What follows belongs to an exercise in optimizing a design on an open flow for small area and a short achievable clock period; a production flow would make more cautious choices.
Only simulation tests tie the RTL to the original design; equivalence was not proved.
No activity file was given, so power comes from the tool's default toggle rates.

==> flow/design.v <==
module ahb_bus_matrix
(
  input HBUSREQx0,
  input HBUSREQx1,
  input HBUSREQx2,
  input HBUSREQx3,
  input HLOCKx0,
  input HLOCKx1,
  input HLOCKx2,
  input HLOCKx3,
  input [1:0] HTRANSx0,
  input [1:0] HTRANSx1,
  input [1:0] HTRANSx2,
  input [1:0] HTRANSx3,
  input [31:0] HADDRx0,
  input [31:0] HADDRx1,
  input [31:0] HADDRx2,
  input [31:0] HADDRx3,
  input HWRITEx0,
  input HWRITEx1,
  input HWRITEx2,
  input HWRITEx3,
  input [2:0] HSIZEx0,
  input [2:0] HSIZEx1,
  input [2:0] HSIZEx2,
  input [2:0] HSIZEx3,
  input [2:0] HBURSTx0,
  input [2:0] HBURSTx1,
  input [2:0] HBURSTx2,
  input [2:0] HBURSTx3,
  input [31:0] HWDATAx0,
  input [31:0] HWDATAx1,
  input [31:0] HWDATAx2,
  input [31:0] HWDATAx3,
  input HREADYx0,
  input HREADYx1,
  input HREADYx2,
  input HREADYx3,
  input HREADYx4,
  input HREADYx5,
  input HREADYx6,
  input [1:0] HRESPx0,
  input [1:0] HRESPx1,
  input [1:0] HRESPx2,
  input [1:0] HRESPx3,
  input [1:0] HRESPx4,
  input [1:0] HRESPx5,
  input [1:0] HRESPx6,
  input [31:0] HRDATAx0,
  input [31:0] HRDATAx1,
  input [31:0] HRDATAx2,
  input [31:0] HRDATAx3,
  input [31:0] HRDATAx4,
  input [31:0] HRDATAx5,
  input [31:0] HRDATAx6, 
  input [3:0] HSPLITx0,
  input [3:0] HSPLITx1,
  input [3:0] HSPLITx2,
  input [3:0] HSPLITx3,
  input [3:0] HSPLITx4,
  input [3:0] HSPLITx5,
  input [3:0] HSPLITx6,
  output HGRANTx0,
  output HGRANTx1,
  output HGRANTx2,
  output HGRANTx3,
  output HSELx0,
  output HSELx1,
  output HSELx2,
  output HSELx3,
  output HSELx4,
  output HSELx5,
  output HSELx6,
  input HRESETn,
  input HCLK,
  output [1:0] HTRANS,
  output [31:0] HADDR,
  output HWRITE,
  output [2:0] HSIZE,
  output [2:0] HBURST,
  output [31:0] HWDATA,
  output HREADY,
  output [1:0] HRESP,
  output [31:0] HRDATA,
  output [3:0] HMASTER,
  output HMASTLOCK
);
reg [1:0] grant_x;     
reg [3:0] hm_x;        
reg [1:0] hmd;         
reg       fixlen;      
reg       split_q;     
reg       retry_q;     
reg [5:0] count;       
reg [3:0] mask_n;      
wire [1:0] grant    = grant_x ^ 2'b01;
wire [3:0] hm_oh    = hm_x ^ 4'b0010;
wire [3:0] req_mask = ~mask_n;
wire a0 = hm_oh[0];
wire a1 = hm_oh[1];
wire a2 = hm_oh[2];
wire a3 = hm_oh[3];
assign HADDR  = ({32{a0}} & HADDRx0)  | ({32{a1}} & HADDRx1)  |
                ({32{a2}} & HADDRx2)  | ({32{a3}} & HADDRx3);
assign HWRITE = (a0 & HWRITEx0) | (a1 & HWRITEx1) |
                (a2 & HWRITEx2) | (a3 & HWRITEx3);
assign HTRANS = ({2{a0}} & HTRANSx0) | ({2{a1}} & HTRANSx1) |
                ({2{a2}} & HTRANSx2) | ({2{a3}} & HTRANSx3);
assign HSIZE  = ({3{a0}} & HSIZEx0)  | ({3{a1}} & HSIZEx1)  |
                ({3{a2}} & HSIZEx2)  | ({3{a3}} & HSIZEx3);
assign HBURST = ({3{a0}} & HBURSTx0) | ({3{a1}} & HBURSTx1) |
                ({3{a2}} & HBURSTx2) | ({3{a3}} & HBURSTx3);
wire [1:0] hm = {a2 | a3, a1 | a3};
wire d0 = (hmd == 2'd0);
wire d1 = (hmd == 2'd1);
wire d2 = (hmd == 2'd2);
wire d3 = (hmd == 2'd3);
assign HWDATA = ({32{d0}} & HWDATAx0) | ({32{d1}} & HWDATAx1) |
                ({32{d2}} & HWDATAx2) | ({32{d3}} & HWDATAx3);
function [6:0] dec;
  input [3:0] a;
  begin
    dec[0] = a[3] | (a[2:0] == 3'd0) | (a[2:0] == 3'd7);
    dec[1] = (a == 4'h1);
    dec[2] = (a == 4'h2);
    dec[3] = (a == 4'h3);
    dec[4] = (a == 4'h4);
    dec[5] = (a == 4'h5);
    dec[6] = (a == 4'h6);
  end
endfunction
wire [6:0] dm0 = dec(HADDRx0[31:28]);
wire [6:0] dm1 = dec(HADDRx1[31:28]);
wire [6:0] dm2 = dec(HADDRx2[31:28]);
wire [6:0] dm3 = dec(HADDRx3[31:28]);
wire [6:0] hsel = ({7{a0}} & dm0) | ({7{a1}} & dm1) |
                  ({7{a2}} & dm2) | ({7{a3}} & dm3);
assign {HSELx6, HSELx5, HSELx4, HSELx3, HSELx2, HSELx1, HSELx0} = hsel;
reg [6:0] ss_x;
wire [6:0] ss_oh = ss_x ^ 7'b0000001;
always @(posedge HCLK or negedge HRESETn) begin
  if (!HRESETn)     ss_x <= 7'd0;
  else if (HREADY)  ss_x <= hsel ^ 7'b0000001;
end
wire s0 = ss_oh[0];
wire s1 = ss_oh[1];
wire s2 = ss_oh[2];
wire s3 = ss_oh[3];
wire s4 = ss_oh[4];
wire s5 = ss_oh[5];
wire s6 = ss_oh[6];
assign HRDATA = ({32{s0}} & HRDATAx0) | ({32{s1}} & HRDATAx1) |
                ({32{s2}} & HRDATAx2) | ({32{s3}} & HRDATAx3) |
                ({32{s4}} & HRDATAx4) | ({32{s5}} & HRDATAx5) |
                ({32{s6}} & HRDATAx6);
assign HRESP  = ({2{s0}} & HRESPx0) | ({2{s1}} & HRESPx1) |
                ({2{s2}} & HRESPx2) | ({2{s3}} & HRESPx3) |
                ({2{s4}} & HRESPx4) | ({2{s5}} & HRESPx5) |
                ({2{s6}} & HRESPx6);
assign HREADY = (s0 & HREADYx0) | (s1 & HREADYx1) |
                (s2 & HREADYx2) | (s3 & HREADYx3) |
                (s4 & HREADYx4) | (s5 & HREADYx5) |
                (s6 & HREADYx6);
wire g0 = (grant == 2'd0);
wire g1 = (grant == 2'd1);
wire g2 = (grant == 2'd2);
wire g3 = (grant == 2'd3);
assign HGRANTx0 = g0;
assign HGRANTx1 = g1;
assign HGRANTx2 = g2;
assign HGRANTx3 = g3;
wire locked = (g0 & HLOCKx0) | (g1 & HLOCKx1) | (g2 & HLOCKx2) | (g3 & HLOCKx3);
assign HMASTLOCK = locked;
assign HMASTER   = {2'b00, hm};
wire busreq = (g0 & HBUSREQx0) | (g1 & HBUSREQx1) | (g2 & HBUSREQx2) | (g3 & HBUSREQx3);
wire t_idle   = (HTRANS == 2'b00);
wire t_busy   = (HTRANS == 2'b01);
wire t_nonseq = (HTRANS == 2'b10);
wire t_seq    = (HTRANS == 2'b11);
reg [5:0] next_count;
always @(*) begin
  case (HTRANS)
    2'b10: begin
      case (HBURST)
        3'b000: next_count = HREADY ? 6'h0 : 6'h1;
        3'b001:   next_count = 6'h20;
        3'b010,
        3'b011:  next_count = HREADY ? 6'h3 : 6'h4;
        3'b100,
        3'b101:  next_count = HREADY ? 6'h7 : 6'h8;
        default:        next_count = HREADY ? 6'hf : 6'h10;
      endcase
    end
    2'b01: next_count = count;
    2'b00: next_count = 6'h0;
    default:      next_count = (HREADY && !count[5]) ? count - 6'd1 : count;
  endcase
end
always @(posedge HCLK or negedge HRESETn) begin
  if (!HRESETn) count <= 6'h0;
  else          count <= next_count;
end
wire cnt_le1 = t_nonseq ? (HBURST == 3'b000) :
               (t_seq && HREADY && !count[5]) ? (count[5:2] == 4'd0 && count[1:0] != 2'd0 && count[1:0] != 2'd3) :
               (count[5:1] == 5'd0);
wire degrant = !busreq | t_idle | (fixlen & !locked & cnt_le1) | split_q | retry_q;
wire resp_split = (HRESP == 2'b11);
wire to_dummy = (locked & resp_split) |
                (g1 & resp_split & !HBUSREQx2 & !HBUSREQx3) |
                (req_mask == 4'b0);
wire [1:0] next_grant = (HBUSREQx3 & req_mask[3]) ? 2'd3 :
                        (HBUSREQx2 & req_mask[2]) ? 2'd2 : 2'd1;
always @(posedge HCLK or negedge HRESETn) begin
  if (!HRESETn)      grant_x <= 2'd0;
  else if (to_dummy) grant_x <= 2'd0 ^ 2'b01;
  else if (degrant)  grant_x <= next_grant ^ 2'b01;
end
wire [3:0] grant_oh = {g3, g2, g1, g0};
always @(posedge HCLK or negedge HRESETn) begin
  if (!HRESETn) begin
    hm_x <= 4'd0;
    hmd  <= 2'd0;
  end else if (HREADY) begin
    hm_x <= grant_oh ^ 4'b0010;
    hmd  <= hm;
  end
end
always @(posedge HCLK or negedge HRESETn) begin
  if (!HRESETn) begin
    fixlen  <= 1'b0;
    split_q <= 1'b0;
    retry_q <= 1'b0;
  end else begin
    fixlen  <= (HBURST != 3'b001);
    split_q <= resp_split;
    retry_q <= (HRESP == 2'b10);
  end
end
wire [3:0] hsplit = HSPLITx0 | HSPLITx1 | HSPLITx2 | HSPLITx3 |
                    HSPLITx4 | HSPLITx5 | HSPLITx6;
always @(posedge HCLK or negedge HRESETn) begin
  if (!HRESETn) mask_n <= 4'b0000;
  else          mask_n <= ~((req_mask | hsplit) & ~({4{split_q}} & hm_oh));
end
endmodule
==> flow/flow/run.sh <==
#!/bin/bash
# Standard ORFS layout, with:
# - the port buffers made from the smallest buffer cell,
# - I/O pins on met3 (left/right) and met2 or met4 (top/bottom), placed by
#   flow/io_pins.tcl with the pins of each multiplexed output bit together,
set -euo pipefail
export BUFFER_PORTS_ARGS="-buffer_cell sky130_fd_sc_hd__buf_1"
export IO_PLACER_H="met3"
export IO_PLACER_V="met2 met4"
export PRE_IO_PLACEMENT_TCL="$PWD/flow/io_pins.tcl"
bash standard.sh > flow_make.log 2>&1
==> flow/flow/io_pins.tcl <==
# I/O pin placement, sourced before ORFS's place_pins (PRE_IO_PLACEMENT_TCL).
# Each multiplexed output bit's pins (flow/pin_groups.txt) form a group that is
# placed on consecutive slots next to the cells it connects to; other pins are
# placed singly the same way. Slots are every other routing track: met3 on the
# left and right edges, met2 and met4 on the top and bottom edges. Pins placed
# here are fixed, so ORFS's place_pins call afterwards has nothing left to do.
set block [ord::get_db_block]
set tech [ord::get_db_tech]
set dbu [$tech getDbUnitsPerMicron]
set die [$block getDieArea]
set W [$die xMax]
set H [$die yMax]
set corner [expr {int(3.0 * $dbu)}]

proc io_tracks {block layer_name axis} {
  set layer [[ord::get_db_tech] findLayer $layer_name]
  set tg [$block findTrackGrid $layer]
  if {$axis eq "x"} { return [$tg getGridX] }
  return [$tg getGridY]
}

# Slots: {t layer x y}, t the position along the perimeter, counter-clockwise
# from the lower left corner.
set slots {}
foreach lname {met2 met4} {
  set i 0
  foreach x [io_tracks $block $lname x] {
    if {$i % 2 == 0 && $x > $corner && $x < $W - $corner} {
      lappend slots [list $x $lname $x 0]
      lappend slots [list [expr {$W + $H + ($W - $x)}] $lname $x $H]
    }
    incr i
  }
}
set i 0
foreach y [io_tracks $block met3 y] {
  if {$i % 2 == 0 && $y > $corner && $y < $H - $corner} {
    lappend slots [list [expr {$W + $y}] met3 $W $y]
    lappend slots [list [expr {2 * $W + $H + ($H - $y)}] met3 0 $y]
  }
  incr i
}
set slots [lsort -real -index 0 $slots]
set nslots [llength $slots]

# Where each pin would like to be: the mean location of the cells on its net.
proc io_target {bterm} {
  set net [$bterm getNet]
  set sx 0.0
  set sy 0.0
  set n 0
  if {$net ne "NULL"} {
    foreach it [$net getITerms] {
      set inst [$it getInst]
      set loc [$inst getLocation]
      set sx [expr {$sx + [lindex $loc 0]}]
      set sy [expr {$sy + [lindex $loc 1]}]
      incr n
    }
  }
  if {$n == 0} { return {} }
  return [list [expr {$sx / $n}] [expr {$sy / $n}]]
}

proc io_perimeter_t {x y W H} {
  set dl $x
  set dr [expr {$W - $x}]
  set db $y
  set dt [expr {$H - $y}]
  set m [tcl::mathfunc::min $dl $dr $db $dt]
  if {$m == $db} { return $x }
  if {$m == $dr} { return [expr {$W + $y}] }
  if {$m == $dt} { return [expr {$W + $H + ($W - $x)}] }
  return [expr {2 * $W + $H + ($H - $y)}]
}

# Items: lists of pin names placed together.
set grouped [dict create]
set items {}
set spec [string trim [read [open [file join [file dirname [info script]] pin_groups.txt]]]]
foreach {flag names} $spec {
  lappend items $names
  foreach n $names { dict set grouped $n 1 }
}
foreach bterm [$block getBTerms] {
  set n [$bterm getName]
  if {[$bterm getSigType] in {POWER GROUND}} { continue }
  if {![dict exists $grouped $n]} { lappend items [list $n] }
}

set keyed {}
foreach item $items {
  set sx 0.0
  set sy 0.0
  set k 0
  foreach n $item {
    set tg [io_target [$block findBTerm $n]]
    if {$tg ne {}} {
      set sx [expr {$sx + [lindex $tg 0]}]
      set sy [expr {$sy + [lindex $tg 1]}]
      incr k
    }
  }
  if {$k == 0} {
    set t [expr {$W / 2.0}]
  } else {
    set t [io_perimeter_t [expr {$sx / $k}] [expr {$sy / $k}] $W $H]
  }
  lappend keyed [list $t $item]
}
set keyed [lsort -real -index 0 $keyed]

# Nearest slot index for a perimeter position.
proc io_nearest {slots t} {
  set lo 0
  set hi [expr {[llength $slots] - 1}]
  while {$lo < $hi} {
    set mid [expr {($lo + $hi) / 2}]
    if {[lindex $slots $mid 0] < $t} { set lo [expr {$mid + 1}] } else { set hi $mid }
  }
  return $lo
}

# Pack the items onto consecutive slots in perimeter order: forward, then
# backward so that nothing runs past the last slot.
set starts {}
set end 0
foreach e $keyed {
  set n [llength [lindex $e 1]]
  set s [tcl::mathfunc::max $end [expr {[io_nearest $slots [lindex $e 0]] - $n / 2}]]
  lappend starts $s
  set end [expr {$s + $n}]
}
set limit $nslots
for {set i [expr {[llength $keyed] - 1}]} {$i >= 0} {incr i -1} {
  set n [llength [lindex $keyed $i 1]]
  set s [tcl::mathfunc::min [lindex $starts $i] [expr {$limit - $n}]]
  lset starts $i $s
  set limit $s
}
if {[lindex $starts 0] < 0} { error "io_pins.tcl: not enough pin slots ($nslots)" }

set i 0
foreach e $keyed {
  set s [lindex $starts $i]
  foreach n [lindex $e 1] {
    lassign [lindex $slots $s] t lname x y
    place_pin -pin_name $n -layer $lname \
      -location [list [expr {double($x) / $dbu}] [expr {double($y) / $dbu}]] \
      -force_to_die_boundary
    incr s
  }
  incr i
}
puts "io_pins.tcl: placed [llength $keyed] pin groups and pins on $nslots slots"
==> flow/flow/pin_groups.txt <==
-group_pins {HRDATAx0[0] HRDATAx1[0] HRDATAx2[0] HRDATAx3[0] HRDATAx4[0] HRDATAx5[0] HRDATAx6[0] HRDATA[0]} -group_pins {HADDRx0[0] HADDRx1[0] HADDRx2[0] HADDRx3[0] HADDR[0]} -group_pins {HWDATAx0[0] HWDATAx1[0] HWDATAx2[0] HWDATAx3[0] HWDATA[0]} -group_pins {HRDATAx0[1] HRDATAx1[1] HRDATAx2[1] HRDATAx3[1] HRDATAx4[1] HRDATAx5[1] HRDATAx6[1] HRDATA[1]} -group_pins {HADDRx0[1] HADDRx1[1] HADDRx2[1] HADDRx3[1] HADDR[1]} -group_pins {HWDATAx0[1] HWDATAx1[1] HWDATAx2[1] HWDATAx3[1] HWDATA[1]} -group_pins {HRDATAx0[2] HRDATAx1[2] HRDATAx2[2] HRDATAx3[2] HRDATAx4[2] HRDATAx5[2] HRDATAx6[2] HRDATA[2]} -group_pins {HADDRx0[2] HADDRx1[2] HADDRx2[2] HADDRx3[2] HADDR[2]} -group_pins {HWDATAx0[2] HWDATAx1[2] HWDATAx2[2] HWDATAx3[2] HWDATA[2]} -group_pins {HRDATAx0[3] HRDATAx1[3] HRDATAx2[3] HRDATAx3[3] HRDATAx4[3] HRDATAx5[3] HRDATAx6[3] HRDATA[3]} -group_pins {HADDRx0[3] HADDRx1[3] HADDRx2[3] HADDRx3[3] HADDR[3]} -group_pins {HWDATAx0[3] HWDATAx1[3] HWDATAx2[3] HWDATAx3[3] HWDATA[3]} -group_pins {HRDATAx0[4] HRDATAx1[4] HRDATAx2[4] HRDATAx3[4] HRDATAx4[4] HRDATAx5[4] HRDATAx6[4] HRDATA[4]} -group_pins {HADDRx0[4] HADDRx1[4] HADDRx2[4] HADDRx3[4] HADDR[4]} -group_pins {HWDATAx0[4] HWDATAx1[4] HWDATAx2[4] HWDATAx3[4] HWDATA[4]} -group_pins {HRDATAx0[5] HRDATAx1[5] HRDATAx2[5] HRDATAx3[5] HRDATAx4[5] HRDATAx5[5] HRDATAx6[5] HRDATA[5]} -group_pins {HADDRx0[5] HADDRx1[5] HADDRx2[5] HADDRx3[5] HADDR[5]} -group_pins {HWDATAx0[5] HWDATAx1[5] HWDATAx2[5] HWDATAx3[5] HWDATA[5]} -group_pins {HRDATAx0[6] HRDATAx1[6] HRDATAx2[6] HRDATAx3[6] HRDATAx4[6] HRDATAx5[6] HRDATAx6[6] HRDATA[6]} -group_pins {HADDRx0[6] HADDRx1[6] HADDRx2[6] HADDRx3[6] HADDR[6]} -group_pins {HWDATAx0[6] HWDATAx1[6] HWDATAx2[6] HWDATAx3[6] HWDATA[6]} -group_pins {HRDATAx0[7] HRDATAx1[7] HRDATAx2[7] HRDATAx3[7] HRDATAx4[7] HRDATAx5[7] HRDATAx6[7] HRDATA[7]} -group_pins {HADDRx0[7] HADDRx1[7] HADDRx2[7] HADDRx3[7] HADDR[7]} -group_pins {HWDATAx0[7] HWDATAx1[7] HWDATAx2[7] HWDATAx3[7] HWDATA[7]} -group_pins {HRDATAx0[8] HRDATAx1[8] HRDATAx2[8] HRDATAx3[8] HRDATAx4[8] HRDATAx5[8] HRDATAx6[8] HRDATA[8]} -group_pins {HADDRx0[8] HADDRx1[8] HADDRx2[8] HADDRx3[8] HADDR[8]} -group_pins {HWDATAx0[8] HWDATAx1[8] HWDATAx2[8] HWDATAx3[8] HWDATA[8]} -group_pins {HRDATAx0[9] HRDATAx1[9] HRDATAx2[9] HRDATAx3[9] HRDATAx4[9] HRDATAx5[9] HRDATAx6[9] HRDATA[9]} -group_pins {HADDRx0[9] HADDRx1[9] HADDRx2[9] HADDRx3[9] HADDR[9]} -group_pins {HWDATAx0[9] HWDATAx1[9] HWDATAx2[9] HWDATAx3[9] HWDATA[9]} -group_pins {HRDATAx0[10] HRDATAx1[10] HRDATAx2[10] HRDATAx3[10] HRDATAx4[10] HRDATAx5[10] HRDATAx6[10] HRDATA[10]} -group_pins {HADDRx0[10] HADDRx1[10] HADDRx2[10] HADDRx3[10] HADDR[10]} -group_pins {HWDATAx0[10] HWDATAx1[10] HWDATAx2[10] HWDATAx3[10] HWDATA[10]} -group_pins {HRDATAx0[11] HRDATAx1[11] HRDATAx2[11] HRDATAx3[11] HRDATAx4[11] HRDATAx5[11] HRDATAx6[11] HRDATA[11]} -group_pins {HADDRx0[11] HADDRx1[11] HADDRx2[11] HADDRx3[11] HADDR[11]} -group_pins {HWDATAx0[11] HWDATAx1[11] HWDATAx2[11] HWDATAx3[11] HWDATA[11]} -group_pins {HRDATAx0[12] HRDATAx1[12] HRDATAx2[12] HRDATAx3[12] HRDATAx4[12] HRDATAx5[12] HRDATAx6[12] HRDATA[12]} -group_pins {HADDRx0[12] HADDRx1[12] HADDRx2[12] HADDRx3[12] HADDR[12]} -group_pins {HWDATAx0[12] HWDATAx1[12] HWDATAx2[12] HWDATAx3[12] HWDATA[12]} -group_pins {HRDATAx0[13] HRDATAx1[13] HRDATAx2[13] HRDATAx3[13] HRDATAx4[13] HRDATAx5[13] HRDATAx6[13] HRDATA[13]} -group_pins {HADDRx0[13] HADDRx1[13] HADDRx2[13] HADDRx3[13] HADDR[13]} -group_pins {HWDATAx0[13] HWDATAx1[13] HWDATAx2[13] HWDATAx3[13] HWDATA[13]} -group_pins {HRDATAx0[14] HRDATAx1[14] HRDATAx2[14] HRDATAx3[14] HRDATAx4[14] HRDATAx5[14] HRDATAx6[14] HRDATA[14]} -group_pins {HADDRx0[14] HADDRx1[14] HADDRx2[14] HADDRx3[14] HADDR[14]} -group_pins {HWDATAx0[14] HWDATAx1[14] HWDATAx2[14] HWDATAx3[14] HWDATA[14]} -group_pins {HRDATAx0[15] HRDATAx1[15] HRDATAx2[15] HRDATAx3[15] HRDATAx4[15] HRDATAx5[15] HRDATAx6[15] HRDATA[15]} -group_pins {HADDRx0[15] HADDRx1[15] HADDRx2[15] HADDRx3[15] HADDR[15]} -group_pins {HWDATAx0[15] HWDATAx1[15] HWDATAx2[15] HWDATAx3[15] HWDATA[15]} -group_pins {HRDATAx0[16] HRDATAx1[16] HRDATAx2[16] HRDATAx3[16] HRDATAx4[16] HRDATAx5[16] HRDATAx6[16] HRDATA[16]} -group_pins {HADDRx0[16] HADDRx1[16] HADDRx2[16] HADDRx3[16] HADDR[16]} -group_pins {HWDATAx0[16] HWDATAx1[16] HWDATAx2[16] HWDATAx3[16] HWDATA[16]} -group_pins {HRDATAx0[17] HRDATAx1[17] HRDATAx2[17] HRDATAx3[17] HRDATAx4[17] HRDATAx5[17] HRDATAx6[17] HRDATA[17]} -group_pins {HADDRx0[17] HADDRx1[17] HADDRx2[17] HADDRx3[17] HADDR[17]} -group_pins {HWDATAx0[17] HWDATAx1[17] HWDATAx2[17] HWDATAx3[17] HWDATA[17]} -group_pins {HRDATAx0[18] HRDATAx1[18] HRDATAx2[18] HRDATAx3[18] HRDATAx4[18] HRDATAx5[18] HRDATAx6[18] HRDATA[18]} -group_pins {HADDRx0[18] HADDRx1[18] HADDRx2[18] HADDRx3[18] HADDR[18]} -group_pins {HWDATAx0[18] HWDATAx1[18] HWDATAx2[18] HWDATAx3[18] HWDATA[18]} -group_pins {HRDATAx0[19] HRDATAx1[19] HRDATAx2[19] HRDATAx3[19] HRDATAx4[19] HRDATAx5[19] HRDATAx6[19] HRDATA[19]} -group_pins {HADDRx0[19] HADDRx1[19] HADDRx2[19] HADDRx3[19] HADDR[19]} -group_pins {HWDATAx0[19] HWDATAx1[19] HWDATAx2[19] HWDATAx3[19] HWDATA[19]} -group_pins {HRDATAx0[20] HRDATAx1[20] HRDATAx2[20] HRDATAx3[20] HRDATAx4[20] HRDATAx5[20] HRDATAx6[20] HRDATA[20]} -group_pins {HADDRx0[20] HADDRx1[20] HADDRx2[20] HADDRx3[20] HADDR[20]} -group_pins {HWDATAx0[20] HWDATAx1[20] HWDATAx2[20] HWDATAx3[20] HWDATA[20]} -group_pins {HRDATAx0[21] HRDATAx1[21] HRDATAx2[21] HRDATAx3[21] HRDATAx4[21] HRDATAx5[21] HRDATAx6[21] HRDATA[21]} -group_pins {HADDRx0[21] HADDRx1[21] HADDRx2[21] HADDRx3[21] HADDR[21]} -group_pins {HWDATAx0[21] HWDATAx1[21] HWDATAx2[21] HWDATAx3[21] HWDATA[21]} -group_pins {HRDATAx0[22] HRDATAx1[22] HRDATAx2[22] HRDATAx3[22] HRDATAx4[22] HRDATAx5[22] HRDATAx6[22] HRDATA[22]} -group_pins {HADDRx0[22] HADDRx1[22] HADDRx2[22] HADDRx3[22] HADDR[22]} -group_pins {HWDATAx0[22] HWDATAx1[22] HWDATAx2[22] HWDATAx3[22] HWDATA[22]} -group_pins {HRDATAx0[23] HRDATAx1[23] HRDATAx2[23] HRDATAx3[23] HRDATAx4[23] HRDATAx5[23] HRDATAx6[23] HRDATA[23]} -group_pins {HADDRx0[23] HADDRx1[23] HADDRx2[23] HADDRx3[23] HADDR[23]} -group_pins {HWDATAx0[23] HWDATAx1[23] HWDATAx2[23] HWDATAx3[23] HWDATA[23]} -group_pins {HRDATAx0[24] HRDATAx1[24] HRDATAx2[24] HRDATAx3[24] HRDATAx4[24] HRDATAx5[24] HRDATAx6[24] HRDATA[24]} -group_pins {HADDRx0[24] HADDRx1[24] HADDRx2[24] HADDRx3[24] HADDR[24]} -group_pins {HWDATAx0[24] HWDATAx1[24] HWDATAx2[24] HWDATAx3[24] HWDATA[24]} -group_pins {HRDATAx0[25] HRDATAx1[25] HRDATAx2[25] HRDATAx3[25] HRDATAx4[25] HRDATAx5[25] HRDATAx6[25] HRDATA[25]} -group_pins {HADDRx0[25] HADDRx1[25] HADDRx2[25] HADDRx3[25] HADDR[25]} -group_pins {HWDATAx0[25] HWDATAx1[25] HWDATAx2[25] HWDATAx3[25] HWDATA[25]} -group_pins {HRDATAx0[26] HRDATAx1[26] HRDATAx2[26] HRDATAx3[26] HRDATAx4[26] HRDATAx5[26] HRDATAx6[26] HRDATA[26]} -group_pins {HADDRx0[26] HADDRx1[26] HADDRx2[26] HADDRx3[26] HADDR[26]} -group_pins {HWDATAx0[26] HWDATAx1[26] HWDATAx2[26] HWDATAx3[26] HWDATA[26]} -group_pins {HRDATAx0[27] HRDATAx1[27] HRDATAx2[27] HRDATAx3[27] HRDATAx4[27] HRDATAx5[27] HRDATAx6[27] HRDATA[27]} -group_pins {HADDRx0[27] HADDRx1[27] HADDRx2[27] HADDRx3[27] HADDR[27]} -group_pins {HWDATAx0[27] HWDATAx1[27] HWDATAx2[27] HWDATAx3[27] HWDATA[27]} -group_pins {HRDATAx0[28] HRDATAx1[28] HRDATAx2[28] HRDATAx3[28] HRDATAx4[28] HRDATAx5[28] HRDATAx6[28] HRDATA[28]} -group_pins {HADDRx0[28] HADDRx1[28] HADDRx2[28] HADDRx3[28] HADDR[28]} -group_pins {HWDATAx0[28] HWDATAx1[28] HWDATAx2[28] HWDATAx3[28] HWDATA[28]} -group_pins {HRDATAx0[29] HRDATAx1[29] HRDATAx2[29] HRDATAx3[29] HRDATAx4[29] HRDATAx5[29] HRDATAx6[29] HRDATA[29]} -group_pins {HADDRx0[29] HADDRx1[29] HADDRx2[29] HADDRx3[29] HADDR[29]} -group_pins {HWDATAx0[29] HWDATAx1[29] HWDATAx2[29] HWDATAx3[29] HWDATA[29]} -group_pins {HRDATAx0[30] HRDATAx1[30] HRDATAx2[30] HRDATAx3[30] HRDATAx4[30] HRDATAx5[30] HRDATAx6[30] HRDATA[30]} -group_pins {HADDRx0[30] HADDRx1[30] HADDRx2[30] HADDRx3[30] HADDR[30]} -group_pins {HWDATAx0[30] HWDATAx1[30] HWDATAx2[30] HWDATAx3[30] HWDATA[30]} -group_pins {HRDATAx0[31] HRDATAx1[31] HRDATAx2[31] HRDATAx3[31] HRDATAx4[31] HRDATAx5[31] HRDATAx6[31] HRDATA[31]} -group_pins {HADDRx0[31] HADDRx1[31] HADDRx2[31] HADDRx3[31] HADDR[31]} -group_pins {HWDATAx0[31] HWDATAx1[31] HWDATAx2[31] HWDATAx3[31] HWDATA[31]} -group_pins {HRESPx0[0] HRESPx1[0] HRESPx2[0] HRESPx3[0] HRESPx4[0] HRESPx5[0] HRESPx6[0] HRESP[0]} -group_pins {HTRANSx0[0] HTRANSx1[0] HTRANSx2[0] HTRANSx3[0] HTRANS[0]} -group_pins {HRESPx0[1] HRESPx1[1] HRESPx2[1] HRESPx3[1] HRESPx4[1] HRESPx5[1] HRESPx6[1] HRESP[1]} -group_pins {HTRANSx0[1] HTRANSx1[1] HTRANSx2[1] HTRANSx3[1] HTRANS[1]} -group_pins {HREADYx0 HREADYx1 HREADYx2 HREADYx3 HREADYx4 HREADYx5 HREADYx6 HREADY} -group_pins {HWRITEx0 HWRITEx1 HWRITEx2 HWRITEx3 HWRITE} -group_pins {HSIZEx0[0] HSIZEx1[0] HSIZEx2[0] HSIZEx3[0] HSIZE[0]} -group_pins {HBURSTx0[0] HBURSTx1[0] HBURSTx2[0] HBURSTx3[0] HBURST[0]} -group_pins {HSIZEx0[1] HSIZEx1[1] HSIZEx2[1] HSIZEx3[1] HSIZE[1]} -group_pins {HBURSTx0[1] HBURSTx1[1] HBURSTx2[1] HBURSTx3[1] HBURST[1]} -group_pins {HSIZEx0[2] HSIZEx1[2] HSIZEx2[2] HSIZEx3[2] HSIZE[2]} -group_pins {HBURSTx0[2] HBURSTx1[2] HBURSTx2[2] HBURSTx3[2] HBURST[2]}
==> flow/standard.sh <==
#!/bin/bash
# synth_recipe.tcl (not shown) runs the flow's synth.tcl, then flattens the netlist and writes it again
# the make line also repeats each setting of config.mk as NAME=value (left out here)
make -C /OpenROAD-flow-scripts/flow DESIGN_CONFIG=/design/flow/config.mk WORK_HOME=/design/flow/orfs CLKGATE_MAP_FILE= SYNTH_SCRIPT=/design/flow/synth_recipe.tcl "${@:-finish}"
==> flow/config.mk <==
export PLATFORM = sky130hd
export DESIGN_NAME = ahb_bus_matrix
export DESIGN_NICKNAME = ahb_bus_matrix
export VERILOG_FILES = /design/flow/design.v
export SDC_FILE = /design/flow/constraint.sdc
export NUM_CORES = 4
export LEC_CHECK = 0
export CAP_MARGIN = 20
export CORE_AREA = 4 4 156 156
export DIE_AREA = 0 0 160 160
export SETUP_SLACK_MARGIN = 1.4
export SLEW_MARGIN = 20
==> flow/constraint.sdc <==
create_clock -name core_clock -period 4.0 [get_ports {HCLK}]
set_input_delay 0.8000 -clock core_clock [delete_from_list [all_inputs] [get_ports {HCLK}]]
set_output_delay 0.8000 -clock core_clock [all_outputs]
set_load 0.01 [all_outputs]
==> impl_results.md, run 1 <==
- Area of the core: 22710 µm²
- DR DRC count: 0
- Flop pwr share: 13.6%
- Worst setup EP type: output port
- Worst endpoint data arrival time: 1.75 ns
- Minimum clock period: 2.546 ns
- Gate power share: 80.3%
- Fmax: 392.8 MHz
- Die Area: 25600 µm²
- Synth unique cells: 61
- Hold Slack: 0.5148 ns
- Crit Path Category: primary input to output port
- Initial antenna violation count: 0
- Register area share after synthesis: 15.06%
- Via count: 7989
- Worst-skew pair later-pin latency: 0.27 ns
- Switching power of the nets: 0.002570 W
- Fin cells: 1487
- Crit path required time: 3.20 ns
- Sum Neg Setup Slack: 0 ns
- GRT overflow: 0
- Hold WC Path Type: flip-flop to flip-flop
- Post-route ant nets: 0
- RSZ-0062 raised after global routing: false
- Predominant post-synthesis flop cell: dfrtp_1
- Crit-path slowest cell: o31ai_1
- Global-route wire length before repair: 40.53 mm
- Clock Sinks: 28
- Initial core utilization: 20.49%
- CP delay by family, top: compound AO/OA/AOI/OAI gates
- Total wire length: 27.27 mm
- Worst-path cell chain: buf_1, and3_1, o31ai_1, o2111ai_2, clkbuf_2
- Netlist Area Pre-Place: 4653 µm²
- Post-synthesis mux area share: 18.74%
- Number of global-route vias before repair: 8271
- Complex-gate fraction of the synthesized area: 41.54%
- Nets: 1780
- XOR/XNOR share of the synthesized area: 0.9411%
- Clk network pwr share: 6.1%
- FFs w/ async S/R, synth: 100.0%
- Drt via density: 5.373
- Largest net degree at the start of global routing: 36
- Worst vdd ir: 0.1959 mV
- H-tree levels: 1
- Max-slew violation count: 0
- # placed instances: 1454
- Die X: 160 µm
- Critical path launch point type: primary input
- GP Congestion: 0.8930
- Detailed Place HPWL: 21.90 mm
- Synthesized area per cell: 9.000 µm²
- Layout cells sized above 1: 11.81%
- P per Cell Area: 631.8 nW/µm²
- Final Hold Violating Endpoints: 0
- Ant. Diodes: 0
- CTS tree: done
- EDFF count, synth: 0
- Setup violators final: 0
- Synthesis Warnings: 1
- Num CTS Buffers: 3
- Hold Buf Count CTS: 0
- Clock Tree Root: clkbuf_16
- I/O pin count: 0
- Switching share of power: 50.64%
- Die Y: 160 µm
- Post-Synth Simple-Gate Area: 17.24%
- WP buf/inv: 2
- Cells after Synth: 517
- P&R area growth vs syn: 72.63%
- Slew HR: 47.37%
- Wirelength per Cell: 18.34 µm
- Clock skew: 0.005533 ns
- Status: complete, no violations
- Max stage delay on crit path: 0.26 ns
- Fillcell total: 2441
- DRT Pass-1 Iters: 8
- Final Power: 0.005075 W
- Critical path peak fanout: 5
- Port-buffer cells: 696
- Row Count: 55
- Max Buffers Root-to-Sink: 2
- Post-Synth Adder-Cell Area: 0.5378%
- Clk pin slew, worst setup/hold paths: 0.08 ns
- Internal power: 0.002505 W
- Max_cap viols: 0
- Gr usage total: 18.94%
- P_leak: 2.764 nW
- Slew @ Worst Pin: 0.7895 ns
- Yosys reg bits: 28
- Initial DRC count: 545
- Largest family of logic cells by synthesized area: compound AO/OA/AOI/OAI gates
- Fin crit share: 63.64%
==> flip-flops by register name, summed over array words and instances, names as in the netlist, 2 cells and up <==
signal and cells:
hmd 2, grant_x 2, mask_n 4, count 6
hm_x 4, ss_x 7
==> what timing repair did <==
item	CTS	global route
hold endpoints to repair	0	0
cloned	1	1
buffers inserted	10	17
pin swaps	3	4
endpoints found under the setup margin	116	36
resized for setup	30	21
==> kinds of logic after synthesis <==
group           count (synthesis)
compound gates                224
xor+xnor                        5
fa+ha+maj                       2
buf+inv                        69
flops                          28
mux                            43
other cells                     1
simple gates                  145
==> routing by layer <==
metal	wire length [µm]	GRT usage, %	vias up
met5	0	0.1894	-
met4	1526	9.190	0
met1	9737	20.44	3590
li1	-	-	3625
met2	13910	35.18	570
met3	2092	3.742	204
==> worst paths after layout <==
kind	slack, ns	startpoint	depth (start not counted)	endpoint
setup / recovery	1.45	HADDRx0[30]	5	HSELx0
hold / removal	0.51	hmd[1]	1	hmd[1]
setup reg to reg	1.67	hm_x[2]	7	grant_x[0]
hold reg to reg	0.51	hmd[1]	1	hmd[1]
max in group asynchronous	2.81	HRESETn	1	ss_x[6]
min in group asynchronous	0.60	HRESETn	1	mask_n[2]
==> through the flow <==
step	util, %	setup slack (ns)	cell area, µm²
2_1_floorplan	-	1.419	4657
3_3_place_gp	33.05	1.073	7505
3_5_place_dp	33.05	1.097	7505
4_1_cts	34.41	1.274	7815
5_1_grt	35.37	1.393	8033
6_report	35.37	1.454	8033
==> cell type report <==
| type | instances | area (µm²) | area share [%] |
|---|---|---|---|
| multi-input cells | 421 | 3736 | 46.51 |
| repair buffers | 738 | 3034 | 37.77 |
| repair inverters | 2 | 16.27 | 0.2025 |
| inverters | 9 | 53.80 | 0.6698 |
| clock inverters | 1 | 30.03 | 0.3738 |
| flip-flops and latches | 28 | 730.7 | 9.097 |
| clock buffers | 3 | 75.07 | 0.9346 |
| well taps | 285 | 356.6 | 4.439 |
==> power groups by stage <==
stage / clock network, W / logic, W / registers [W]
global route: 0.000330 / 0.00443 / 0.000724
detailed placement: 0 / 0.00359 / 0.000809
finish: 0.000309 / 0.00407 / 0.000692
floorplan: 0 / 0.00265 / 0.000467
global placement: 0 / 0.00356 / 0.000800
CTS: 0.000321 / 0.00389 / 0.000738
==> Yosys cell counts, drive strengths merged (2+ instances only) <==
master / count / area (µm²)
a222oi: 34 / 340.3
xnor2: 2 / 17.52
nand4: 3 / 18.77
a22oi: 72 / 540.5
or2: 2 / 12.51
nand2: 16 / 60.06
nand2b: 7 / 43.79
o2111ai: 2 / 17.52
nand3: 41 / 210.2
a31oi: 5 / 46.29
dfrtp: 28 / 700.7
inv: 9 / 33.79
nor2b: 7 / 43.79
a221o: 40 / 400.4
xor2: 3 / 26.28
and2b: 2 / 16.27
and2: 2 / 13.77
or2b: 2 / 17.52
nor3b: 5 / 37.54
mux2i: 2 / 20.02
nor2: 23 / 88.84
ha: 2 / 25.02
o31ai: 3 / 22.52
a22o: 44 / 385.4
nor3: 12 / 60.06
mux2: 7 / 82.57
and3: 5 / 31.28
a21oi: 7 / 35.03
o22ai: 3 / 18.77
mux4: 34 / 769.5
nor4: 5 / 31.28
nand3b: 3 / 22.52
buf: 18 / 81.32
clkbuf: 42 / 157.7
nor4b: 6 / 58.80
o21ai: 6 / 33.78
==> cells in the final DEF (no fill, tap or decap), types with 6 or more instances in the layout <==
| cell | instances |
|---|---|
| a221o_1 | 40 |
| clkbuf_2 | 10 |
| a22o_1 | 44 |
| nor2b_1 | 7 |
| a21oi_1 | 6 |
| nor2_1 | 21 |
| dfrtp_1 | 18 |
| buf_1 | 679 |
| nor3_1 | 10 |
| mux2_2 | 6 |
| nand2b_1 | 7 |
| nand2_1 | 16 |
| dfrtp_4 | 7 |
| buf_2 | 7 |
| mux4_2 | 33 |
| a22oi_1 | 72 |
| buf_4 | 33 |
| nand3_1 | 40 |
| a222oi_1 | 34 |
==> run 2, diff against run 1 <==
--- a/flow/flow/io_pins.tcl
+++ b/flow/flow/io_pins.tcl
@@ -85,5 +85,4 @@
 foreach bterm [$block getBTerms] {
   set n [$bterm getName]
-  if {[$bterm getSigType] in {POWER GROUND}} { continue }
   if {![dict exists $grouped $n]} { lappend items [list $n] }
 }
==> run 2 against run 1 <==
The flow now stops in final report (6_report); synthesized area unchanged; global-route usage is 0.078 points higher; wire length rose by 0.55%; synthesized cell count is the same; first-iteration DRC count increased by 14%; via count is essentially flat; highest routed layer unchanged.
==> impl_results.md, run 2 <==
- GRT overflow: 0 (unchanged)
- DRT Pass-1 Iters: 8 (unchanged)
- Synth top area cells: mux4_2, dfrtp_1, a22oi_1
- Post-route ant nets: 0 (unchanged)
- Status: stopped before the end
- Stop err: [ERROR PSM-0069] Check connectivity failed on VDD.
- Stopped at: final report (6_report)
- FFs w/ async S/R, synth: 100.0% (unchanged)
- Largest net degree at the start of global routing: 40 (+11%)
- Synthesis Warnings: 1 (unchanged)
- Gr usage total: 19.02% (+0.078 points)
- Netlist Area Pre-Place: 4653 µm² (unchanged)
- Synth unique cells: 61 (unchanged)
- GR Layer Usage met1: 20.86% (+0.42 points)
- Global-route wire length before repair: 40.82 mm (+0.72%)
- Most frequent cells after synthesis: a22oi_1, a22o_1, clkbuf_1
- Detailed Place HPWL: 22.14 mm (+1.1%)
- H-tree levels: 1 (unchanged)
- Port-buffer cells: 696 (unchanged)
- Yosys reg bits: 28 (unchanged)
- I/O pin count: 0 (unchanged)
- Clock Sinks: 28 (unchanged)
- Num CTS Buffers: 3 (unchanged)
- Row Count: 55 (unchanged)
- Via count: 7982 (-0.088%)
- GP Congestion: 0.9152 (+2.5%)
- Initial antenna violation count: 1 (+1)
- Worst_ep grt: HADDR[12]
- Predominant post-synthesis flop cell: dfrtp_1
- EDFF count, synth: 0 (unchanged)
- WEP type: primary output
- Top cell type's share of synthesized area: 15.97% (unchanged)
- Most common cell in the netlist: a22oi_1
- Met3 Use GR: 3.097% (-0.65 points)
- Initial DRC count: 621 (+14%)
- Clock Tree Root: clkbuf_16
- Number of global-route vias before repair: 8326 (+0.66%)
- Synthesized area per cell: 9.000 µm² (unchanged)
- DP Worst Slack: 1.046 ns (-0.05072 ns)
- Initial core utilization: 20.49% (unchanged)
- Area leader, netlist: mux4_2
- Max Buffers Root-to-Sink: 2 (unchanged)
- Die X: 160 µm (unchanged)
- Cells after Synth: 517 (unchanged)
- Total wire length: 27.42 mm (+0.55%)
- Register area share after synthesis: 15.06% (unchanged)
- GRT Max-Usage Layer: met2
- Met2 Usage GRT: 35.70% (+0.52 points)
- Die Y: 160 µm (unchanged)
## run 2: repair_timing
item                       4_1_cts  5_1_grt
cloned                           1        0
hold buffers                     0        0
setup endpoints to repair      115       36
resized for setup               23       24
setup buffers                   11        9
pin swaps                        4        3
## run 2: worst min-delay path by stage
stage,startpoint,slack [ns],to
after global placement,hmd[1],0.50,hmd[1]
after detailed placement,hmd[1],0.51,hmd[1]
after global routing,hmd[1],0.54,hmd[1]
after CTS,hmd[1],0.53,hmd[1]
after floorplan,ss_x[0],0.48,ss_x[0]
## run 2: per-layer routing
metal  up-vias  wire, µm  share of wire, %
met2       520     14050                51
li1       3619         -                 -
met5         -         0                 0
met3       204      1931               7.0
met4         0      1483               5.4
met1      3639      9956                36
## run 2: through the flow
step | instance area (µm²) | hold slack, ns | instances | total power [W] | util [%]
after CTS | 7835 | 0.5290 | 1472 | 0.004942 | 34.50
after detailed placement | 7531 | 0.5117 | 1456 | 0.004405 | 33.16
after global routing | 7990 | 0.5438 | 1481 | 0.005410 | 35.18
after global placement | 7531 | 0.4995 | 1456 | 0.004365 | 33.16
after floorplan | 4657 | 0.4788 | 518 | 0.003121 | -
## run 2: power groups by stage
stage	combinational [W]	sequential, W	clock, W
global placement	0.00359	0.000775	0
floorplan	0.00265	0.000467	0
detailed placement	0.00363	0.000780	0
global route	0.00440	0.000693	0.000321
CTS	0.00393	0.000701	0.000312
## run 2: kinds of logic after synthesis
family	count (synthesis)	share of synthesized area [%]
muxes	43	18.74
buffers and inverters	69	5.862
AOI/OAI and AO/OA	224	41.54
xor gates and xnor gates	5	0.9413
other	1	0.08059
DFF	28	15.06
adders and majority gates	2	0.5377
and+or+nand+nor	145	17.24
==> run 3, diff against run 2 <==
--- a/flow/flow/run.sh
+++ b/flow/flow/run.sh
@@ -9,3 +9,3 @@
 export IO_PLACER_V="met2 met4"
 export PRE_IO_PLACEMENT_TCL="$PWD/flow/io_pins.tcl"
-bash standard.sh > flow_make.log 2>&1
+bash standard.sh SETUP_MOVE_SEQUENCE=unbuffer,sizeup,swap finish > flow_make.log 2>&1
--- a/flow/flow/io_pins.tcl
+++ b/flow/flow/io_pins.tcl
@@ -85,4 +85,5 @@
 foreach bterm [$block getBTerms] {
   set n [$bterm getName]
+  if {[$bterm getSigType] in {POWER GROUND}} { continue }
   if {![dict exists $grouped $n]} { lappend items [list $n] }
 }
--- a/flow/config.mk
+++ b/flow/config.mk
@@ -9,4 +9,4 @@
 export CORE_AREA = 4 4 156 156
 export DIE_AREA = 0 0 160 160
-export SETUP_SLACK_MARGIN = 1.4
+export SETUP_SLACK_MARGIN = 1.5
 export SLEW_MARGIN = 20
==> run 3 against run 2 <==
Now clean on timing, DRC and antenna; global-route usage rose by 0.39 points; first-iteration DRC count rose by 17%; synthesized cell count did not move; synthesized area did not move; via count fell by 0.86%; wire length barely moved.
==> impl_results.md, run 3 <==
- Top flop regs: ss_x x7, count x6
- Max_cap viols: 0
- Clk network pwr share: 5.1%
- R2R setup slack: 1.63 ns
- CTS tree: done
- Gr usage total: 19.41% (+0.39 points)
- P per Cell Area: 613.8 nW/µm²
- P_leak: 2.862 nW
- GP Congestion: 0.9175 (+0.25%)
- Netlist Area Pre-Place: 4653 µm² (unchanged)
- Fin crit share: 70.17%
- Most frequent cells after synthesis: a22oi_1, a22o_1, clkbuf_1
- XOR/XNOR share of the synthesized area: 0.9411% (unchanged)
- Cells after Synth: 517 (unchanged)
- Port-buffer cells: 696 (unchanged)
- DRT Pass-1 Iters: 9 (+1)
- Via count: 7913 (-0.86%)
- Register area share after synthesis: 15.06% (unchanged)
- Post-Synth Adder-Cell Area: 0.5378% (unchanged)
- Num CTS Buffers: 3 (unchanged)
- RSZ-0062 raised after global routing: true
- Global-route wire length before repair: 41.63 mm (+2.0%)
- Most frequent cells in the layout: buf_1, a22oi_1, clkbuf_2
- Critical path launch point type: primary input
- FFs w/ async S/R, synth: 100.0% (unchanged)
- Setup violators final: 0
- Area of the core: 22710 µm²
- Clock skew: 0.001868 ns
- Die Area: 25600 µm²
- Switching power of the nets: 0.002532 W
- Initial antenna violation count: 0 (-1)
- Final Hold Violating Endpoints: 0
- Fin cells: 1457
- Post-Synth Simple-Gate Area: 17.24% (unchanged)
- Internal power: 0.002392 W
- Slew @ Worst Pin: 0.7436 ns
- Predominant post-synthesis flop cell: dfrtp_1
- I/O pin count: 0 (unchanged)
- Slew HR: 50.43%
- Fin area: 8023 µm²
- EDFF count, synth: 0 (unchanged)
- Die Y: 160 µm (unchanged)
- Sum Neg Setup Slack: 0 ns
- Gate power share: 80.6%
- Commonest non-fill, non-tap cell in the layout: buf_1
- Yosys reg bits: 28 (unchanged)
- Die X: 160 µm (unchanged)
- Nets: 1750
- Synth top area cells: mux4_2, dfrtp_1, a22oi_1
- Total wire length: 27.44 mm (about the same)
- Initial DRC count: 724 (+17%)
- Core Util, Final: 35.33%
- Clock Tree Root: clkbuf_16
- Max-slew violation count: 0
- Post-route ant nets: 0 (unchanged)
- Placement-stage cell area: 7502 µm² (-0.38%)
- Detailed Place HPWL: 22.50 mm (+1.6%)
- Hold Buf Count CTS: 0 (unchanged)
- Row Count: 55 (unchanged)
- Hold WC Path Type: flip-flop to flip-flop
- Clock Sinks: 28 (unchanged)
- Layout cells sized above 1: 16.21%
- Drt via density: 5.431
- GRT overflow: 0 (unchanged)
- Flop pwr share: 14.2%
- Most common cell in the netlist: a22oi_1
- Clk pin slew, worst setup/hold paths: 0.07 ns
- Crit Path Category: primary input to output port
- Worst setup EP type: output port
- Max Buffers Root-to-Sink: 2 (unchanged)
- Critical path peak fanout: 24
- Synthesis Warnings: 1 (unchanged)
- Final Power: 0.004925 W
- Number of global-route vias before repair: 8351 (+0.30%)
- Max reg flops: 7
- Minimum clock period: 2.807 ns
- Largest net degree at the start of global routing: 38 (-5.0%)
- DR DRC count: 0
- Status: complete, no violations
- Wirelength per Cell: 18.83 µm
- Complex-gate fraction of the synthesized area: 41.54% (unchanged)
- Top cell type's share of synthesized area: 15.97% (unchanged)
- Ant. Diodes: 0
- Worst vdd ir: 0.2306 mV
- Switching share of power: 51.42%
- Area leader, netlist: mux4_2
- Largest family of logic cells by synthesized area: compound AO/OA/AOI/OAI gates
- H-tree levels: 1 (unchanged)
- P&R area growth vs syn: 72.41%
- Crit path required time: 3.20 ns
- # placed instances: 1453 (-0.21%)
- Worst endpoint data arrival time: 2.01 ns
- Worst-skew pair later-pin latency: 0.26 ns
- Fmax: 356.3 MHz
- Synth unique cells: 61 (unchanged)
- Synthesized area per cell: 9.000 µm² (unchanged)
- Reg with most FFs: ss_x
- Post-synthesis mux area share: 18.74% (unchanged)
- Initial core utilization: 20.49% (unchanged)
==> run 3: cell counts after synthesis <==
Identical to the previous run, type by type.
==> run 3: what timing repair did <==
action,CTS,global route
endpoints found under the setup margin,86,95
cloned,0,0
resized for setup,86,94
pin swaps,14,31
buffers inserted,0,0
==> run 3: cells by family (layout without fill, tap and decap cells) <==
| group | Yosys count | count (layout) |
|---|---|---|
| AOI/OAI and AO/OA | 224 | 224 |
| buffers and inverters | 69 | 723 |
| xor gates and xnor gates | 5 | 5 |
| and+or+nand+nor | 145 | 145 |
| adders and majority gates | 2 | 2 |
| other | 1 | 2 |
| DFF | 28 | 28 |
| muxes | 43 | 43 |
==> run 3: final timing paths <==
check | from | to | cells past startpoint
max | HREADYx2 | HREADY | 6
min | hmd[1] | hmd[1] | 1
max reg2reg | hm_x[2] | grant_x[0] | 6
min reg2reg | hmd[1] | hmd[1] | 1
max in group asynchronous | HRESETn | hmd[0] | 1
min in group asynchronous | HRESETn | mask_n[2] | 1
==> run 3: stage by stage <==
stage,worst slack [ns],hold WS (ns)
final,1.193,0.5244
after global routing,1.102,0.5457
after CTS,1.131,0.5266
after detailed placement,1.010,0.5097
after global placement,1.021,0.4948
after floorplan,1.498,0.4788
==> run 3: final cells by class <==
| cell class | count | area (µm²) |
|---|---|---|
| inverter | 9 | 46.29 |
| clock buffer | 4 | 88.84 |
| fill | 2426 | 14690 |
| tap | 285 | 356.6 |
| sequential | 28 | 715.7 |
| multi-input combinational | 421 | 3839 |
| timing repair buffer | 710 | 2977 |
==> run 3: power groups by stage <==
stage / registers, W / logic, W / clock network (W)
final: 0.000702 / 0.00397 / 0.000252
after global routing: 0.000745 / 0.00431 / 0.000273
after detailed placement: 0.000694 / 0.00375 / 0
after global placement: 0.000689 / 0.00373 / 0
after CTS: 0.000715 / 0.00389 / 0.000264
after floorplan: 0.000467 / 0.00266 / 0
==> run 3: per-layer routing <==
| metal | global-route usage [%] | up-vias | part of all wire [%] | wire length [µm] |
|---|---|---|---|---|
| met3 | 3.200 | 204 | 7.4 | 2025 |
| met4 | 8.878 | 0 | 5.7 | 1571 |
| li1 | - | 3563 | - | - |
| met5 | 0 | - | 0 | 0 |
| met1 | 21.64 | 3559 | 36 | 9837 |
| met2 | 35.97 | 587 | 51 | 14000 |
==> run 3: critical path, cell delays in order <==
cell and delay [ns]:
buf_1 0.08, a22o_1 0.20, a221o_1 0.33, nor2_4 0.30
inv_8 0.14, buf_6 0.15
==> run 4, diff against run 3 <==
--- a/flow/flow/run.sh
+++ b/flow/flow/run.sh
@@ -9,3 +9,3 @@
 export IO_PLACER_V="met2 met4"
 export PRE_IO_PLACEMENT_TCL="$PWD/flow/io_pins.tcl"
-bash standard.sh SETUP_MOVE_SEQUENCE=unbuffer,sizeup,swap finish > flow_make.log 2>&1
+bash standard.sh > flow_make.log 2>&1
--- a/flow/config.mk
+++ b/flow/config.mk
@@ -9,4 +9,5 @@
 export CORE_AREA = 4 4 156 156
 export DIE_AREA = 0 0 160 160
-export SETUP_SLACK_MARGIN = 1.5
+export GPL_ROUTABILITY_DRIVEN = 0
+export SETUP_SLACK_MARGIN = 1.4
 export SLEW_MARGIN = 20
==> run 4 against run 3 <==
Still clean on timing, DRC and antenna; clock power increased by 23%; via count increased by 0.96%; clock skew increased by 0.0037 ns; global-route usage decreased by 0.47 points; sequential power decreased by 1%; sequential share of layout area increased by 0.18 points; die area unchanged; worst setup slack improved by 0.26 ns; final cell count increased by 2.1%.
==> impl_results.md, run 4 <==
- Status: complete, no violations
- DR DRC count: 0 (unchanged)
- Worst endpoint data arrival time: 1.75 ns (-0.26 ns)
- Via count: 7989 (+0.96%)
- P&R area growth vs syn: 72.63%
- Crit-path slowest cell: o31ai_1
- Setup violators final: 0 (unchanged)
- Worst setup EP type: output port
- P per Cell Area: 631.8 nW/µm² (+2.9%)
- Drt via density: 5.373 (-1.1%)
- Gr usage total: 18.94% (-0.47 points)
- CP delay by family, top: compound AO/OA/AOI/OAI gates
- Commonest non-fill, non-tap cell in the layout: buf_1
- Most common cell in the netlist: a22oi_1
- Cells after Synth: 517 (unchanged)
- Core Util, Final: 35.37% (+0.044 points)
- Die X: 160 µm (unchanged)
- EDFF count, synth: 0 (unchanged)
- GRT overflow: 0 (unchanged)
- Layout cells sized above 1: 11.81% (-4.4 points)
- Sum Neg Setup Slack: 0 ns (unchanged)
- Largest net degree at the start of global routing: 36 (-5.3%)
- Reg with most FFs: ss_x
- Predominant post-synthesis flop cell: dfrtp_1
- CTS tree: done
- Max-slew violation count: 0 (unchanged)
- Number of global-route vias before repair: 8271 (-0.96%)
- # placed instances: 1454 (+0.069%)
- Worst-skew pair later-pin latency: 0.27 ns (about the same)
- Worst vdd ir: 0.1959 mV (-15%)
- Row Count: 55 (unchanged)
- Clock Sinks: 28 (unchanged)
- Clock Tree Root: clkbuf_16
- DRT Pass-1 Iters: 8 (-1)
- Wirelength per Cell: 18.34 µm (-2.6%)
- Crit Path Category: primary input to output port
- Yosys reg bits: 28 (unchanged)
- Most frequent cells after synthesis: a22oi_1, a22o_1, clkbuf_1
- Max_cap viols: 0 (unchanged)
- Clock skew: 0.005533 ns (+0.003664 ns)
- Netlist Area Pre-Place: 4653 µm² (unchanged)
- Critical path peak fanout: 5 (-79%)
- Max stage delay on crit path: 0.26 ns (-0.07 ns)
- Initial antenna violation count: 0 (unchanged)
- Total wire length: 27.27 mm (-0.61%)
- Die Y: 160 µm (unchanged)
- Hold WC Path Type: flip-flop to flip-flop
- WP buf/inv: 2 (-1)
- Worst-path cell chain: buf_1, and3_1, o31ai_1, o2111ai_2, clkbuf_2
- Slew @ Worst Pin: 0.7895 ns (+0.04590 ns)
- Clk pin slew, worst setup/hold paths: 0.08 ns (about the same)
- Most frequent cells in the layout: buf_1, a22oi_1, a22o_1
- Max reg flops: 7 (unchanged)
- Synth unique cells: 61 (unchanged)
- FFs w/ async S/R, synth: 100.0% (unchanged)
- Initial core utilization: 20.49% (unchanged)
- Num CTS Buffers: 3 (unchanged)
- Die Area: 25600 µm² (unchanged)
- Detailed Place HPWL: 21.90 mm (-2.7%)
- I/O pin count: 0 (unchanged)
- Synthesized area per cell: 9.000 µm² (unchanged)
- Final Hold Violating Endpoints: 0 (unchanged)
- Area of the core: 22710 µm² (unchanged)
- Top flop regs: ss_x x7, count x6
- Critical path launch point type: primary input
- Slew HR: 47.37% (-3.1 points)
- Fmax: 392.8 MHz (+10%)
- Max Buffers Root-to-Sink: 2 (unchanged)
- Port-buffer cells: 696 (unchanged)
- RSZ-0062 raised after global routing: false
- Post-route ant nets: 0 (unchanged)
- Nets: 1780 (+1.7%)
- P_leak: 2.764 nW (-3.4%)
- Top cell type's share of synthesized area: 15.97% (unchanged)
- Fin cells: 1487 (+2.1%)
- Global-route wire length before repair: 40.53 mm (-2.7%)
- Initial DRC count: 545 (-25%)
- Area leader, netlist: mux4_2
- Minimum clock period: 2.546 ns (-0.2610 ns)
- Hold Buf Count CTS: 0 (unchanged)
- Crit path required time: 3.20 ns (about the same)
- Ant. Diodes: 0 (unchanged)
- Fin crit share: 63.64% (-6.5 points)
- Synthesis Warnings: 1 (unchanged)
- H-tree levels: 1 (unchanged)
- Synth top area cells: mux4_2, dfrtp_1, a22oi_1
- Register area share after synthesis: 15.06% (unchanged)
-- run 4: cell counts after synthesis --
No cell type changed its count.
-- run 4: cells by family (layout without fill, tap and decap cells) --
logic type,count (synthesis),in the layout,synth area share (%)
AO/OA/AOI/OAI,224,224,41.54
XOR/XNOR,5,5,0.9413
flip-flops,28,28,15.06
AND/OR/NAND/NOR,145,145,17.24
adder cells (fa/ha/maj),2,2,0.5377
other,1,2,0.08059
multiplexers,43,43,18.74
buffers and inverters,69,753,5.862
-- run 4: final timing paths --
path / from / to / slack (ns) / cells after the start
max: HADDRx0[30] / HSELx0 / 1.45 / 5
min: hmd[1] / hmd[1] / 0.51 / 1
max reg2reg: hm_x[2] / grant_x[0] / 1.67 / 7
min reg2reg: hmd[1] / hmd[1] / 0.51 / 1
max in group asynchronous: HRESETn / ss_x[6] / 2.81 / 1
min in group asynchronous: HRESETn / mask_n[2] / 0.60 / 1
-- run 4: worst register-to-register path: stages (launching register included) --
cell      delay (ns)
dfrtp_4         0.57
buf_4           0.17
a22o_1          0.20
a221o_1         0.37
nor4b_2         0.28
nor3_1          0.10
o211ai_2        0.23
mux2_4          0.32
-- run 4: final cells by class --
| class | instances | area [µm²] |
|---|---|---|
| Timing Repair inverter | 2 | 16.27 |
| Tap cell | 285 | 356.6 |
| Timing Repair Buffer | 738 | 3034 |
| Clock buffer | 3 | 75.07 |
| Clock inverter | 1 | 30.03 |
| Multi-Input combinational cell | 421 | 3736 |
| Sequential cell | 28 | 730.7 |
| Fill cell | 2441 | 14680 |
| Inverter | 9 | 53.80 |
-- run 4: metrics by stage --
step | hold WS (ns) | power (W) | setup slack (ns) | cell area [µm²]
2_1_floorplan | 0.4788 | 0.003121 | 1.419 | 4657
3_3_place_gp | 0.4934 | 0.004364 | 1.073 | 7505
3_5_place_dp | 0.5009 | 0.004398 | 1.097 | 7505
4_1_cts | 0.5194 | 0.004951 | 1.274 | 7815
5_1_grt | 0.5427 | 0.005481 | 1.393 | 8033
6_report | 0.5148 | 0.005075 | 1.454 | 8033
-- run 4: power breakdown --
group / internal, W / leakage, nW / switching, W
Sequential: 0.000423 / 0.340 / 0.000269
Clock: 0.000200 / 0.0511 / 0.000109
Combinational: 0.00188 / 2.37 / 0.00219
-- run 4: what timing repair did --
item,CTS,global route
setup endpoints to repair,116,36
cloned,1,1
gates resized for setup,30,21
setup buffers,10,17
pin swaps,3,4
hold endpoints to repair,0,0
-- run 4: per-layer routing --
layer / part of all wire [%] / global-route usage [%]
met5: 0 / 0.1894
met4: 5.6 / 9.190
met3: 7.7 / 3.742
met2: 51 / 35.18
met1: 36 / 20.44
==> run 5, diff against run 4 <==
--- a/flow/config.mk
+++ b/flow/config.mk
@@ -6,8 +6,7 @@
 export NUM_CORES = 4
 export LEC_CHECK = 0
-export CAP_MARGIN = 20
+export CAP_MARGIN = 0
 export CORE_AREA = 4 4 156 156
 export DIE_AREA = 0 0 160 160
-export GPL_ROUTABILITY_DRIVEN = 0
 export SETUP_SLACK_MARGIN = 1.4
-export SLEW_MARGIN = 20
+export SLEW_MARGIN = 0
==> run 5 against run 4 <==
Clock skew is the same; critical path type unchanged; synthesized area is the same; global-route usage is the same; worst setup slack is the same; highest routed layer unchanged; design area is the same; fmax is the same; hold slack is the same; die area is the same; still clean on timing, DRC and antenna; non-clock buffer count is the same; core utilization is the same; via count is the same; register-to-register slack is essentially flat.
==> impl_results.md, run 5 <==
- Status: complete, no violations
- Layout cells sized above 1: 11.81% (unchanged)
- Die Area: 25600 µm² (unchanged)
- Fmax: 392.8 MHz (unchanged)
- Netlist Area Pre-Place: 4653 µm² (unchanged)
- Die X: 160 µm (unchanged)
- Area of the core: 22710 µm² (unchanged)
- Crit-path slowest cell: o31ai_1
- Drt via density: 5.373 (unchanged)
- Top flop regs: ss_x x7, count x6
- GRT overflow: 0 (unchanged)
- Initial antenna violation count: 0 (unchanged)
- Via count: 7989 (unchanged)
- Global-route wire length before repair: 40.53 mm (unchanged)
- Gr usage total: 18.94% (unchanged)
- Top cell type's share of synthesized area: 15.97% (unchanged)
- Register area share after synthesis: 15.06% (unchanged)
- I/O pin count: 0 (unchanged)
- Worst vdd ir: 0.1959 mV (unchanged)
- P&R area growth vs syn: 72.63% (unchanged)
- Most common cell in the netlist: a22oi_1
- Clk pin slew, worst setup/hold paths: 0.08 ns (about the same)
- Crit Path Category: primary input to output port
- Die Y: 160 µm (unchanged)
- GP Congestion: 0.8930
- Area leader, netlist: mux4_2
- Port-buffer cells: 696 (unchanged)
- Largest net degree at the start of global routing: 36 (unchanged)
- Reg with most FFs: ss_x
- Max-slew violation count: 0 (unchanged)
- Num CTS Buffers: 3 (unchanged)
- Yosys reg bits: 28 (unchanged)
- Worst-path cell chain: buf_1, and3_1, o31ai_1, o2111ai_2, clkbuf_2
- Max stage delay on crit path: 0.26 ns (about the same)
- Critical path launch point type: primary input
- Placement-stage cell area: 7505 µm² (unchanged)
- Synthesized area per cell: 9.000 µm² (unchanged)
- Detailed Place HPWL: 21.90 mm (unchanged)
- RSZ-0062 raised after global routing: false
- Commonest non-fill, non-tap cell in the layout: buf_1
- Worst-skew pair later-pin latency: 0.27 ns (about the same)
- Clock Tree Root: clkbuf_16
- Cells after Synth: 517 (unchanged)
- Predominant post-synthesis flop cell: dfrtp_1
- Crit path required time: 3.20 ns (about the same)
- Fin area: 8033 µm² (unchanged)
- Fin crit share: 63.64% (unchanged)
- Sum Neg Setup Slack: 0 ns (unchanged)
- Number of global-route vias before repair: 8271 (unchanged)
- P per Cell Area: 631.8 nW/µm² (unchanged)
- DRT Pass-1 Iters: 8 (unchanged)
- Setup violators final: 0 (unchanged)
- Max Buffers Root-to-Sink: 2 (unchanged)
- Clock skew: 0.005533 ns (unchanged)
- Minimum clock period: 2.546 ns (unchanged)
- Ant. Diodes: 0 (unchanged)
- P_leak: 2.764 nW (unchanged)
- FFs w/ async S/R, synth: 100.0% (unchanged)
- Slew @ Worst Pin: 0.7895 ns (unchanged)
- Worst endpoint data arrival time: 1.75 ns (about the same)
- DR DRC count: 0 (unchanged)
- Initial core utilization: 20.49% (unchanged)
- CTS tree: done
- Most frequent cells in the layout: buf_1, a22oi_1, a22o_1
- Synth unique cells: 61 (unchanged)
- Wirelength per Cell: 18.34 µm (unchanged)
- Synthesis Warnings: 1 (unchanged)
- Synth top area cells: mux4_2, dfrtp_1, a22oi_1
- EDFF count, synth: 0 (unchanged)
- Slew HR: 47.37% (unchanged)
- Clock Sinks: 28 (unchanged)
- Initial DRC count: 545 (unchanged)
- Total wire length: 27.27 mm (unchanged)
- Hold WC Path Type: flip-flop to flip-flop
- Row Count: 55 (unchanged)
- Final Hold Violating Endpoints: 0 (unchanged)
- Post-route ant nets: 0 (unchanged)
- Most frequent cells after synthesis: a22oi_1, a22o_1, clkbuf_1
- Max_cap viols: 0 (unchanged)
- Worst setup EP type: output port
- Nets: 1780 (unchanged)
- Max reg flops: 7 (unchanged)
- H-tree levels: 1 (unchanged)
- Critical path peak fanout: 5 (unchanged)
[run 5: layer usage]
layer	up-vias	part of all wire [%]	global-route usage [%]	wire length, µm
li1	3625	-	-	-
met1	3590	36	20.44	9737
met3	204	7.7	3.742	2092
met4	0	5.6	9.190	1526
met5	-	0	0.1894	0
met2	570	51	35.18	13910
[run 5: final timing paths]
check | endpoint | cells past startpoint | startpoint | slack (ns)
setup / recovery | HSELx0 | 5 | HADDRx0[30] | 1.45
hold / removal | hmd[1] | 1 | hmd[1] | 0.51
setup reg to reg | grant_x[0] | 7 | hm_x[2] | 1.67
hold reg to reg | hmd[1] | 1 | hmd[1] | 0.51
max in group asynchronous | ss_x[6] | 1 | HRESETn | 2.81
min in group asynchronous | mask_n[2] | 1 | HRESETn | 0.60
[run 5: per-stage QoR]
step | utilization (%) | instances | hold WS [ns] | worst slack (ns) | total power, W
4_1_cts | 34.41 | 1469 | 0.5194 | 1.274 | 0.004951
6_report | 35.37 | 1487 | 0.5148 | 1.454 | 0.005075
2_1_floorplan | - | 518 | 0.4788 | 1.419 | 0.003121
3_5_place_dp | 33.05 | 1454 | 0.5009 | 1.097 | 0.004398
3_3_place_gp | 33.05 | 1454 | 0.4934 | 1.073 | 0.004364
5_1_grt | 35.37 | 1487 | 0.5427 | 1.393 | 0.005481
[run 5: logic make-up (layout without fill, tap and decap cells)]
family	Yosys count	count (layout)	share of synthesized area, %
AO/OA/AOI/OAI	224	224	41.54
multiplexers	43	43	18.74
adder cells (fa/ha/maj)	2	2	0.5377
AND/OR/NAND/NOR	145	145	17.24
XOR/XNOR	5	5	0.9413
buffers and inverters	69	753	5.862
flip-flops	28	28	15.06
other	1	2	0.08059
[run 5: layout make-up]
cell class | count | area (µm²)
clock buffer | 3 | 75.07
clock inverter | 1 | 30.03
fill | 2441 | 14680
inverter | 9 | 53.80
multi-input combinational | 421 | 3736
sequential | 28 | 730.7
tap | 285 | 356.6
timing repair buffer | 738 | 3034
timing repair inverter | 2 | 16.27
[run 5: power breakdown]
| part | internal (W) | leakage [nW] | switching (W) | total, W |
|---|---|---|---|---|
| clock | 0.000200 | 0.0511 | 0.000109 | 0.000309 |
| sequential | 0.000423 | 0.340 | 0.000269 | 0.000692 |
| combinational | 0.00188 | 2.37 | 0.00219 | 0.00407 |
| total | 0.00250 | 2.76 | 0.00257 | 0.00507 |
[run 5: what timing repair did]
item | CTS | global route
hold buffers | 0 | 0
endpoints found under the setup margin | 116 | 36
resized for setup | 30 | 21
buffers inserted | 10 | 17
cloned | 1 | 1
pin swaps | 3 | 4
[run 5: critical path, delay by kind of cell]
| family | cells | cell delay (ns) |
|---|---|---|
| buffers and inverters | 2 | 0.32 |
| and+or+nand+nor | 1 | 0.20 |
| AOI/OAI and AO/OA | 2 | 0.43 |

static timing again, ports no longer ideal:
Ports are ideal in the flow. The routed layouts listed here were re-timed in OpenROAD.
Step 1 assumes that a clkbuf_16 drives the clock port and a buf_2 every other input.
Step 2 also shifts input and output timing later by t, the mid clock arrival at the registers, as if the neighbouring blocks saw the same clock.
a / b / c = ideal / step 1 / step 2; a / b = the first two.
run	t, ns	slack for setup (ns)	hold slack, ns	worst setup path at the end	latest minus earliest clock arrival (ns)
run 1	0.305	1.454 / 1.418 / 1.400	0.515 / 0.515 / 0.515	input to register	0.006 / 0.006
run 3	0.298	1.193 / 1.170 / 1.170	0.524 / 0.524 / 0.524	input to output	0.002 / 0.002
run 4	0.305	1.454 / 1.418 / 1.400	0.515 / 0.515 / 0.515	input to register	0.006 / 0.006
run 5	0.305	1.454 / 1.418 / 1.400	0.515 / 0.515 / 0.515	input to register	0.006 / 0.006
After both steps setup and hold are still met in every run listed.
